Background: an optimization exercise with open tools, aiming at small area, a short achievable clock period and few clock cycles. Do not read the settings as production practice. The RTL was checked by simulation tests, not by an equivalence proof against the original design. The clock port is modelled as an ideal driver, which makes a skipped or thinned clock tree look cheaper than it is; a real chip needs a root buffer or a tree. Power and IR drop assume default switching activity.

Setup of build 70:
Design gaussian_pyramid, start of the top module:
module gaussian_pyramid #(
                    parameter BIT_DEPTH = 8,
                    parameter TOP_WIDTH = 16,
                    parameter TOP_HEIGHT = 16
                    ) (
                    input wire clk_in,
                    input wire rst_in,
                    output logic [$clog2(TOP_WIDTH * TOP_HEIGHT)-1:0] ext_read_addr,
                    output logic ext_read_addr_valid,
                    input wire [BIT_DEPTH-1:0] ext_pixel_in,
                    output logic [$clog2(TOP_WIDTH * TOP_HEIGHT)-1:0] O1L1_write_addr,
                    output logic O1L1_write_valid,
                    output logic [BIT_DEPTH-1:0] O1L1_pixel_out,
                    output logic [$clog2(TOP_WIDTH * TOP_HEIGHT)-1:0] O1L2_write_addr,
                    output logic O1L2_write_valid,
                    output logic [BIT_DEPTH-1:0] O1L2_pixel_out,
                    output logic [$clog2(TOP_WIDTH * TOP_HEIGHT)-1:0] O1L3_write_addr,
                    output logic O1L3_write_valid,
                    output logic [BIT_DEPTH-1:0] O1L3_pixel_out,
                    output logic [$clog2(TOP_WIDTH / 2 * TOP_HEIGHT / 2)-1:0] O2L1_write_addr,
                    output logic O2L1_write_valid,
                    output logic [BIT_DEPTH-1:0] O2L1_pixel_out,
                    output logic [$clog2(TOP_WIDTH / 2 * TOP_HEIGHT / 2)-1:0] O2L2_write_addr,
                    output logic O2L2_write_valid,
                    output logic [BIT_DEPTH-1:0] O2L2_pixel_out,
                    output logic [$clog2(TOP_WIDTH / 2 * TOP_HEIGHT / 2)-1:0] O2L3_write_addr,
                    output logic O2L3_write_valid,
                    output logic [BIT_DEPTH-1:0] O2L3_pixel_out,
                    output logic [$clog2(TOP_WIDTH / 4 * TOP_HEIGHT / 4)-1:0] O3L1_write_addr,
                    output logic O3L1_write_valid,
                    output logic [BIT_DEPTH-1:0] O3L1_pixel_out,
                    output logic [$clog2(TOP_WIDTH / 4 * TOP_HEIGHT / 4)-1:0] O3L2_write_addr,
                    output logic O3L2_write_valid,
                    output logic [BIT_DEPTH-1:0] O3L2_pixel_out,
                    output logic [$clog2(TOP_WIDTH / 4 * TOP_HEIGHT / 4)-1:0] O3L3_write_addr,
                    output logic O3L3_write_valid,
                    output logic [BIT_DEPTH-1:0] O3L3_pixel_out,
                    input wire start_in,
                    output logic pyramid_done
                    );
Size: ~2500 cells after synthesis, roughly 160 I/O pins.
clock: 10.0 ns
lec_check: 0
cap_margin: 20
core_margin: 2
core_utilization: 60
slew_margin: 20
synth_memory_max_bits: 16384
standard.sh (not shown) runs the stock make flow with config.mk's settings and CLKGATE_MAP_FILE= SYNTH_SCRIPT=/design/flow/synth_recipe.tcl, a recipe that flattens the netlist after the stock synthesis.
==> flow/flow/run.sh <==
#!/bin/bash
set -euo pipefail
bash standard.sh "POST_CTS_TCL=$PWD/flow/post_cts.tcl" SETUP_SLACK_MARGIN=6.6 BUFFER_PORTS_ARGS=-buffer_cell\ sky130_fd_sc_hd__buf_2 CTS_ARGS=-sink_clustering_enable\ -repair_clock_nets\ -dont_use_dummy_load\ -sink_clustering_size\ 30\ -sink_clustering_max_diameter\ 60 finish > standard_flow.log 2>&1
Other scripts of this flow, unchanged in this note and not shown: flow/flow/post_cts.tcl
Testbench counts of build 70, summed over its fixed seeds: cycles 7,392.
The inputs of build 96 differ from those of build 70 as listed below.
- changing CORE_UTILIZATION from 60 to 50
==> flow/flow/run.sh <==
#!/bin/bash
set -euo pipefail
bash standard.sh "POST_CTS_TCL=$PWD/flow/post_cts.tcl" SETUP_SLACK_MARGIN=6.75 BUFFER_PORTS_ARGS=-buffer_cell\ sky130_fd_sc_hd__buf_2 CTS_ARGS=-sink_clustering_enable\ -repair_clock_nets\ -dont_use_dummy_load\ -sink_clustering_size\ 30\ -sink_clustering_max_diameter\ 60 finish > standard_flow.log 2>&1
Results
- Build 70 reports its capture point of the worst path as O1L3_write_addr[5] while build 96 reports O1L3_write_addr[3].
- Against build 70, build 96 comes in 1.3 points higher on clock network fraction of design power.
- Looking at build 96 and build 70, the combinational power is a wash.
- Diff build 70..build 96 | final sum of negative setup slack | unchanged
- Where tightest hold margin is concerned, build 70 is outperformed by build 96.
- Global-route wire length before repair (higher): build 96
- Fraction of power consumed by sequential logic delta for build 96 relative to build 70: 0.9 points lower
--- input diff build 96..build 34 ---
- CORE_UTILIZATION: 50 -> 60
==> flow/flow/run.sh <==
#!/bin/bash
set -euo pipefail
bash standard.sh "POST_CTS_TCL=$PWD/flow/post_cts.tcl" SETUP_SLACK_MARGIN=7.0 BUFFER_PORTS_ARGS=-buffer_cell\ sky130_fd_sc_hd__buf_2 CTS_ARGS=-sink_clustering_enable\ -repair_clock_nets\ -dont_use_dummy_load\ -sink_clustering_size\ 30\ -sink_clustering_max_diameter\ 60 finish > standard_flow.log 2>&1
Notes after the runs:
- Per the comparison of build 34 with build 96, final-report max-slew violation count saw little to no change, layout-stage area growth over the synthesis result went up 3.9 points.
- [compare] base=build 96 new=build 34: wire length of the first global-routing pass +2.1%; maximum ir drop on the vdd rail +49%; global-route usage over all layers +3.8 points; number of buffers inserted by port buffering ~0 delta; wire length +2.9 mm.
- Compared to build 96, build 34 has final-stage net count 3.8% higher.
diff inputs: build 34 => build 6
- CORE_UTILIZATION: 60 -> 70
==> flow/flow/run.sh <==
#!/bin/bash
set -euo pipefail
bash standard.sh "POST_CTS_TCL=$PWD/flow/post_cts.tcl" SETUP_SLACK_MARGIN=6.75 BUFFER_PORTS_ARGS=-buffer_cell\ sky130_fd_sc_hd__buf_2 CTS_ARGS=-sink_clustering_enable\ -repair_clock_nets\ -dont_use_dummy_load\ -sink_clustering_size\ 30\ -sink_clustering_max_diameter\ 60 finish > standard_flow.log 2>&1
[summary]
Via density per instance up about 4.5% in build 6 wrt build 34
Placement row count went down by a little under 10% going from build 34 to build 6.
Build 34 vs build 6, end of the critical path: O1L3_pixel_out[4] vs b4.out_d[6]$_DFF_P_
Final period utilization ended up 0.56 points higher on build 6 than on build 34.
There was hardly any difference in total sequential power between build 6 and build 34.
In the flow results for build 34 and build 6, the fraction of the core area covered by cells at the end of the flow is smaller on build 34.
Smallest setup slack after layout in build 6 vs build 34: down 56 ps
Final wirelength delta (build 6 − build 34): favourable
Delta (build 6 minus build 34): final area now sits lower; wire length of the first global-routing pass now sits lower.
Going from build 34 to build 6, switching part of the total rose by 0.32 points, global-route usage increased by 2.3 points relative to the old numbers.
> inputs changed (build 6 -> build 44)
- swapping 70 for 60 in CORE_UTILIZATION
### Flow results
- Row pin slew with the least headroom to its limit: build 44 higher / build 6 lower
- Build 6 consumes less power than build 44.
- Compared with build 6, build 44 shows number of placement rows that has gone up by a little under 10%.
- Going from build 6 to build 44, biggest fanout along the worst timing path shrinks by 7.
- From build 6 to build 44 the numbers moved as follows: worst-case setup margin in the final layout now larger; length of routed wiring on met1 now larger.
- Build 44 vs build 6: length of routed met3 wiring down
Relative to build 44, the following input files were edited for build 29:
==> flow/flow/run.sh <==
#!/bin/bash
set -euo pipefail
bash standard.sh "POST_CTS_TCL=$PWD/flow/post_cts.tcl" SETUP_SLACK_MARGIN=6.85 BUFFER_PORTS_ARGS=-buffer_cell\ sky130_fd_sc_hd__buf_2 CTS_ARGS=-sink_clustering_enable\ -repair_clock_nets\ -dont_use_dummy_load\ -sink_clustering_size\ 30\ -sink_clustering_max_diameter\ 60 finish > standard_flow.log 2>&1
- According to the power report, total power for build 29 is higher than for build 44.
- On worst supply voltage drop on vdd, the lower figure sits with build 29, not build 44.
- On biggest cell delay along the critical path, build 44 and build 29 are neck and neck.
- Relative contribution of the clock network to total power came out lower on build 29 than on build 44.
- Build 44 -> build 29: via count of the routed design increased by a few percent
- Build 29 -> build 44: source-to-sink clock delay at the later pin of the worst-skew pair flat
- Delta (build 29 minus build 44): aggregate routed wire length has increased, global-route wire length before repair has increased.
- met2 layer wire length in the routed design on build 29 is up relative to build 44.
- Diff build 44 -> build 29 | footprint of the flip-flops and latches | up slightly

========
The RTL this note starts from:
==> flow/design.v <==
`timescale 1ns / 1ps
`default_nettype none
module blur_unit #(
    parameter W = 16,
    parameter FREE = 0
) (
    input wire clk_in,
    input wire rst_in,
    input wire in_v,
    input wire [7:0] in_d,
    input wire [2*$clog2(W)-1:0] in_addr,  
    output logic out_v,
    output logic [7:0] out_d,
    output logic [2*$clog2(W)-1:0] out_addr,
    output logic sub_v  
);
    localparam XW = $clog2(W);
    wire [XW-1:0] ix = in_addr[XW-1:0];
    wire [XW-1:0] iy = in_addr[2*XW-1:XW];
    logic [XW-1:0] fx;
    logic flushing;
    wire tok = in_v | flushing;
    logic [7:0] lb1 [0:W-1];
    logic [7:0] lb2 [0:W-1];
    always_ff @(posedge clk_in) begin
        if (FREE || tok) begin
            lb1[0] <= in_d;
            lb2[0] <= (iy == 0) ? in_d : lb1[W-1];
            for (int k = 1; k < W; k++) begin
                lb1[k] <= lb1[k-1];
                lb2[k] <= lb2[k-1];
            end
        end
    end
    wire [7:0] mid = lb1[W-1];
    wire [7:0] top = lb2[W-1];
    wire [7:0] bot = flushing ? mid : in_d;
    wire [9:0] vsum = {2'b00, top} + {1'b0, mid, 1'b0} + {2'b00, bot};
    wire vtok = (in_v && iy != 0) || flushing;
    wire [XW-1:0] vxn = flushing ? fx : ix;
    logic [9:0] vr;
    logic vv, vx0, vxl;
    always_ff @(posedge clk_in) begin
        vr <= vsum;
        vx0 <= vxn == 0;
        vxl <= vxn == W-1;
        if (rst_in) begin
            fx <= 0;
            flushing <= 0;
            vv <= 0;
        end else begin
            vv <= vtok;
            if (in_v && ix == W-1 && iy == W-1) flushing <= 1;
            if (flushing) begin
                fx <= fx + 1'b1;
                if (fx == W-1) flushing <= 0;
            end
        end
    end
    logic [9:0] ha, hb;
    logic pend;
    wire [9:0] tc = pend ? hb : vr;
    wire [11:0] hsum = {2'b00, ha} + {1'b0, hb, 1'b0} + {2'b00, tc};
    wire htok = (vv && !vx0) || pend;
    wire [2*XW-1:0] next_addr = out_addr + out_v;
    always_ff @(posedge clk_in) begin
        if (FREE || vv) begin
            ha <= vx0 ? vr : hb;
            hb <= vr;
        end
        out_d <= hsum[11:4];
        if (rst_in) begin
            pend <= 0;
            out_v <= 0;
            sub_v <= 0;
            out_addr <= 0;
        end else begin
            pend <= vv && vxl;
            out_v <= htok;
            sub_v <= htok && !next_addr[0] && !next_addr[XW];
            out_addr <= next_addr;
        end
    end
endmodule
`default_nettype wire
`timescale 1ns / 1ps
`default_nettype none
module gaussian_pyramid #(
                    parameter BIT_DEPTH = 8,
                    parameter TOP_WIDTH = 16,
                    parameter TOP_HEIGHT = 16
                    ) (
                    input wire clk_in,
                    input wire rst_in,
                    output logic [$clog2(TOP_WIDTH * TOP_HEIGHT)-1:0] ext_read_addr,
                    output logic ext_read_addr_valid,
                    input wire [BIT_DEPTH-1:0] ext_pixel_in,
                    output logic [$clog2(TOP_WIDTH * TOP_HEIGHT)-1:0] O1L1_write_addr,
                    output logic O1L1_write_valid,
                    output logic [BIT_DEPTH-1:0] O1L1_pixel_out,
                    output logic [$clog2(TOP_WIDTH * TOP_HEIGHT)-1:0] O1L2_write_addr,
                    output logic O1L2_write_valid,
                    output logic [BIT_DEPTH-1:0] O1L2_pixel_out,
                    output logic [$clog2(TOP_WIDTH * TOP_HEIGHT)-1:0] O1L3_write_addr,
                    output logic O1L3_write_valid,
                    output logic [BIT_DEPTH-1:0] O1L3_pixel_out,
                    output logic [$clog2(TOP_WIDTH / 2 * TOP_HEIGHT / 2)-1:0] O2L1_write_addr,
                    output logic O2L1_write_valid,
                    output logic [BIT_DEPTH-1:0] O2L1_pixel_out,
                    output logic [$clog2(TOP_WIDTH / 2 * TOP_HEIGHT / 2)-1:0] O2L2_write_addr,
                    output logic O2L2_write_valid,
                    output logic [BIT_DEPTH-1:0] O2L2_pixel_out,
                    output logic [$clog2(TOP_WIDTH / 2 * TOP_HEIGHT / 2)-1:0] O2L3_write_addr,
                    output logic O2L3_write_valid,
                    output logic [BIT_DEPTH-1:0] O2L3_pixel_out,
                    output logic [$clog2(TOP_WIDTH / 4 * TOP_HEIGHT / 4)-1:0] O3L1_write_addr,
                    output logic O3L1_write_valid,
                    output logic [BIT_DEPTH-1:0] O3L1_pixel_out,
                    output logic [$clog2(TOP_WIDTH / 4 * TOP_HEIGHT / 4)-1:0] O3L2_write_addr,
                    output logic O3L2_write_valid,
                    output logic [BIT_DEPTH-1:0] O3L2_pixel_out,
                    output logic [$clog2(TOP_WIDTH / 4 * TOP_HEIGHT / 4)-1:0] O3L3_write_addr,
                    output logic O3L3_write_valid,
                    output logic [BIT_DEPTH-1:0] O3L3_pixel_out,
                    input wire start_in,
                    output logic pyramid_done
                    );
    logic rd_v1, rd_v2;
    always_ff @(posedge clk_in) begin
        if (rst_in) begin
            ext_read_addr_valid <= 0;
            ext_read_addr <= 0;
            rd_v1 <= 0;
            rd_v2 <= 0;
            O1L1_write_valid <= 0;
            O1L1_write_addr <= 0;
        end else begin
            if (start_in) ext_read_addr_valid <= 1;
            else if (ext_read_addr == 8'hff) ext_read_addr_valid <= 0;
            ext_read_addr <= ext_read_addr + ext_read_addr_valid;
            rd_v1 <= ext_read_addr_valid;
            rd_v2 <= rd_v1;
            O1L1_write_valid <= rd_v2;
            O1L1_write_addr <= O1L1_write_addr + O1L1_write_valid;
        end
        O1L1_pixel_out <= ext_pixel_in;
    end
    logic o1_sub, o1l2_sub, o2_sub, o2l2_sub, o3l2_sub, o3l3_sub;
    blur_unit #(.W(16), .FREE(1)) b1 (
        .clk_in(clk_in), .rst_in(rst_in),
        .in_v(O1L1_write_valid), .in_d(O1L1_pixel_out), .in_addr(O1L1_write_addr),
        .out_v(O1L2_write_valid), .out_d(O1L2_pixel_out), .out_addr(O1L2_write_addr),
        .sub_v(o1l2_sub));
    blur_unit #(.W(16), .FREE(1)) b2 (
        .clk_in(clk_in), .rst_in(rst_in),
        .in_v(O1L2_write_valid), .in_d(O1L2_pixel_out), .in_addr(O1L2_write_addr),
        .out_v(O1L3_write_valid), .out_d(O1L3_pixel_out), .out_addr(O1L3_write_addr),
        .sub_v(o1_sub));
    assign O2L1_write_valid = o1_sub;
    assign O2L1_pixel_out = O1L3_pixel_out;
    assign O2L1_write_addr = {O1L3_write_addr[7:5], O1L3_write_addr[3:1]};
    blur_unit #(.W(8), .FREE(0)) b3 (
        .clk_in(clk_in), .rst_in(rst_in),
        .in_v(o1_sub), .in_d(O1L3_pixel_out), .in_addr(O2L1_write_addr),
        .out_v(O2L2_write_valid), .out_d(O2L2_pixel_out), .out_addr(O2L2_write_addr),
        .sub_v(o2l2_sub));
    blur_unit #(.W(8), .FREE(0)) b4 (
        .clk_in(clk_in), .rst_in(rst_in),
        .in_v(O2L2_write_valid), .in_d(O2L2_pixel_out), .in_addr(O2L2_write_addr),
        .out_v(O2L3_write_valid), .out_d(O2L3_pixel_out), .out_addr(O2L3_write_addr),
        .sub_v(o2_sub));
    assign O3L1_write_valid = o2_sub;
    assign O3L1_pixel_out = O2L3_pixel_out;
    assign O3L1_write_addr = {O2L3_write_addr[5:4], O2L3_write_addr[2:1]};
    blur_unit #(.W(4), .FREE(0)) b5 (
        .clk_in(clk_in), .rst_in(rst_in),
        .in_v(o2_sub), .in_d(O2L3_pixel_out), .in_addr(O3L1_write_addr),
        .out_v(O3L2_write_valid), .out_d(O3L2_pixel_out), .out_addr(O3L2_write_addr),
        .sub_v(o3l2_sub));
    blur_unit #(.W(4), .FREE(0)) b6 (
        .clk_in(clk_in), .rst_in(rst_in),
        .in_v(O3L2_write_valid), .in_d(O3L2_pixel_out), .in_addr(O3L2_write_addr),
        .out_v(O3L3_write_valid), .out_d(O3L3_pixel_out), .out_addr(O3L3_write_addr),
        .sub_v(o3l3_sub));
    always_ff @(posedge clk_in) begin
        if (rst_in) pyramid_done <= 0;
        else pyramid_done <= O3L3_write_valid && O3L3_write_addr == 4'hf;
    end
endmodule
`default_nettype wire
clock: 10.0 ns
lec_check: 0
cap_margin: 20
core_margin: 2
core_utilization: 75
slew_margin: 20
synth_memory_max_bits: 16384
==> flow/flow/run.sh <==
#!/bin/bash
set -euo pipefail
bash standard.sh SETUP_SLACK_MARGIN=7 BUFFER_PORTS_ARGS=-buffer_cell\ sky130_fd_sc_hd__buf_2 CTS_ARGS=-sink_clustering_enable\ -repair_clock_nets\ -dont_use_dummy_load finish > standard_flow.log 2>&1
Testbench counts at the start, summed over its fixed seeds: cycles 7,392.
==> next run, changes <==
==> flow/flow/run.sh (replaced) <==
#!/bin/bash
set -euo pipefail
bash standard.sh SETUP_SLACK_MARGIN=7 BUFFER_PORTS_ARGS=-buffer_cell\ sky130_fd_sc_hd__buf_2 CTS_ARGS=-sink_clustering_enable\ -repair_clock_nets\ -dont_use_dummy_load\ -sink_clustering_size\ 30\ -sink_clustering_max_diameter\ 60\ -distance_between_buffers\ 200 finish > standard_flow.log 2>&1
--- a/flow/config.mk
+++ b/flow/config.mk
@@ -10 +10 @@
-export CORE_UTILIZATION = 75
+export CORE_UTILIZATION = 60
Outcome: The new run finished clean. Global-route usage falls by 12 points. Maximum frequency rises by 2.9%. Core utilization falls by 19 points.
==> next run, changes <==
==> flow/flow/run.sh (replaced) <==
#!/bin/bash
set -euo pipefail
bash standard.sh SETUP_SLACK_MARGIN=7.5 BUFFER_PORTS_ARGS=-buffer_cell\ sky130_fd_sc_hd__buf_2 CTS_ARGS=-sink_clustering_enable\ -repair_clock_nets\ -dont_use_dummy_load\ -sink_clustering_size\ 30\ -sink_clustering_max_diameter\ 60 finish > standard_flow.log 2>&1
After rerunning: Clock-buffer cell count came out lower by 2; design area came out higher by a few percent; clock power came out lower slightly; worst setup slack degrades by 0.015 ns.
==> next run, changes <==
==> flow/flow/run.sh (replaced) <==
#!/bin/bash
set -euo pipefail
bash standard.sh SETUP_SLACK_MARGIN=6.8 BUFFER_PORTS_ARGS=-buffer_cell\ sky130_fd_sc_hd__buf_2 CTS_ARGS=-sink_clustering_enable\ -repair_clock_nets\ -dont_use_dummy_load\ -sink_clustering_size\ 30\ -sink_clustering_max_diameter\ 60 finish > standard_flow.log 2>&1
Outcome: The new run finished with timing, DRC and antenna clean; setup slack gains 0.0083 ns; register-to-register slack loses 0.27 ns; wire length drops by about 10%; maximum frequency stays flat; utilization drops by 5.7 points; critical path depth stays the same; design area drops by about 8%.
==> next run, changes <==
==> flow/flow/run.sh (replaced) <==
#!/bin/bash
set -euo pipefail
bash standard.sh SETUP_SLACK_MARGIN=7 BUFFER_PORTS_ARGS=-buffer_cell\ sky130_fd_sc_hd__buf_2 CTS_ARGS=-sink_clustering_enable\ -repair_clock_nets\ -dont_use_dummy_load\ -sink_clustering_size\ 30\ -sink_clustering_max_diameter\ 60 finish > standard_flow.log 2>&1
--- a/flow/config.mk
+++ b/flow/config.mk
@@ -7,0 +8 @@
+export ABC_AREA = 1
- maximum frequency goes up by 1.2%
- setup slack gets better by 0.038 ns
- core utilization goes up by 2.0 points
- hold slack gets better by 0.020 ns
- synthesized cell count goes up by 29%
- critical path depth is unchanged
- die area goes up by 2.6%
- via count goes up by about 20%
==> next run, changes <==
==> flow/flow/run.sh (replaced) <==
#!/bin/bash
set -euo pipefail
bash standard.sh SETUP_SLACK_MARGIN=7 BUFFER_PORTS_ARGS=-buffer_cell\ sky130_fd_sc_hd__buf_2 CTS_ARGS=-sink_clustering_enable\ -repair_clock_nets\ -dont_use_dummy_load finish > standard_flow.log 2>&1
--- a/flow/config.mk
+++ b/flow/config.mk
@@ -8 +7,0 @@
-export ABC_AREA = 1
@@ -11,0 +11 @@
+export PLACE_DENSITY = 0.75
Cell count shrinks by 15%.
Register-to-register slack degrades by 0.11 ns.
Global-route usage grows by 0.12 points.
Power grows by 4.1%.
Synthesized cell count shrinks by 23%.
Routed wire length shrinks by about 1.7%.
First-iteration DRC count shrinks by 6.7%.
Setup slack degrades by 0.054 ns.
Clock-buffer cell count grows by 46.
Cell area grows by 1.1%.

[static timing again, ports no longer ideal]
How much do the figures lean on ideal ports? The routed layouts below were timed once more, with nothing changed but the port constraints. Step 1 assumes that a clkbuf_16 drives the clock port and a buf_2 every other input. Step 2 also shifts input and output timing later by t, the mid clock arrival at the registers, as if the neighbouring blocks saw the same clock. a / b / c = ideal ports / drivers / drivers and shift; a / b = the first two.
| run | shift t [ns] | setup slack, ns | worst setup path at the end | slew at the worst register clock pin (ns) | worst slew at a driven data input, ns |
|---|---|---|---|---|---|
| build 70 | 0.569 | 6.783 / 6.653 / 6.509 | input to register | 0.10 / 0.10 | 0.03 |
| build 96 | 0.595 | 6.921 / 6.787 / 6.931 | input to register | 0.10 / 0.10 | 0.04 |
| build 34 | 0.572 | 6.969 / 6.839 / 6.746 | input to register | 0.10 / 0.10 | 0.04 |
| build 6 | 0.549 | 6.914 / 6.792 / 6.663 | input to register | 0.11 / 0.11 | 0.03 |
| build 44 | 0.569 | 6.918 / 6.788 / 6.498 | input to register | 0.10 / 0.10 | 0.03 |
| build 29 | 0.572 | 6.950 / 6.819 / 6.485 | input to register | 0.10 / 0.10 | 0.03 |
| the first run of note 2 | 0.700 | 6.741 / 6.681 / 6.479 | input to register | 0.08 / 0.08 | 0.04 |
| the second run of note 2 | 0.653 | 6.832 / 6.771 / 6.547 | input to register | 0.11 / 0.11 | 0.04 |
| the third run of note 2 | 0.662 | 6.817 / 6.749 / 6.895 | input to register | 0.10 / 0.10 | 0.05 |
| the fourth run of note 2 | 0.655 | 6.826 / 6.763 / 6.478 | input to register | 0.10 / 0.10 | 0.03 |
| the fifth run of note 2 | 0.656 | 6.863 / 6.803 / 6.733 | input to register | 0.10 / 0.10 | 0.07 |
| the sixth run of note 2 | 0.695 | 6.809 / 6.750 / 6.998 | input to register | 0.07 / 0.07 | 0.04 |
After both steps setup and hold are still met in every run listed. For build 29, which loses most, drivers alone change the setup slack by -0.131 ns; drivers and shift together by -0.465 ns.
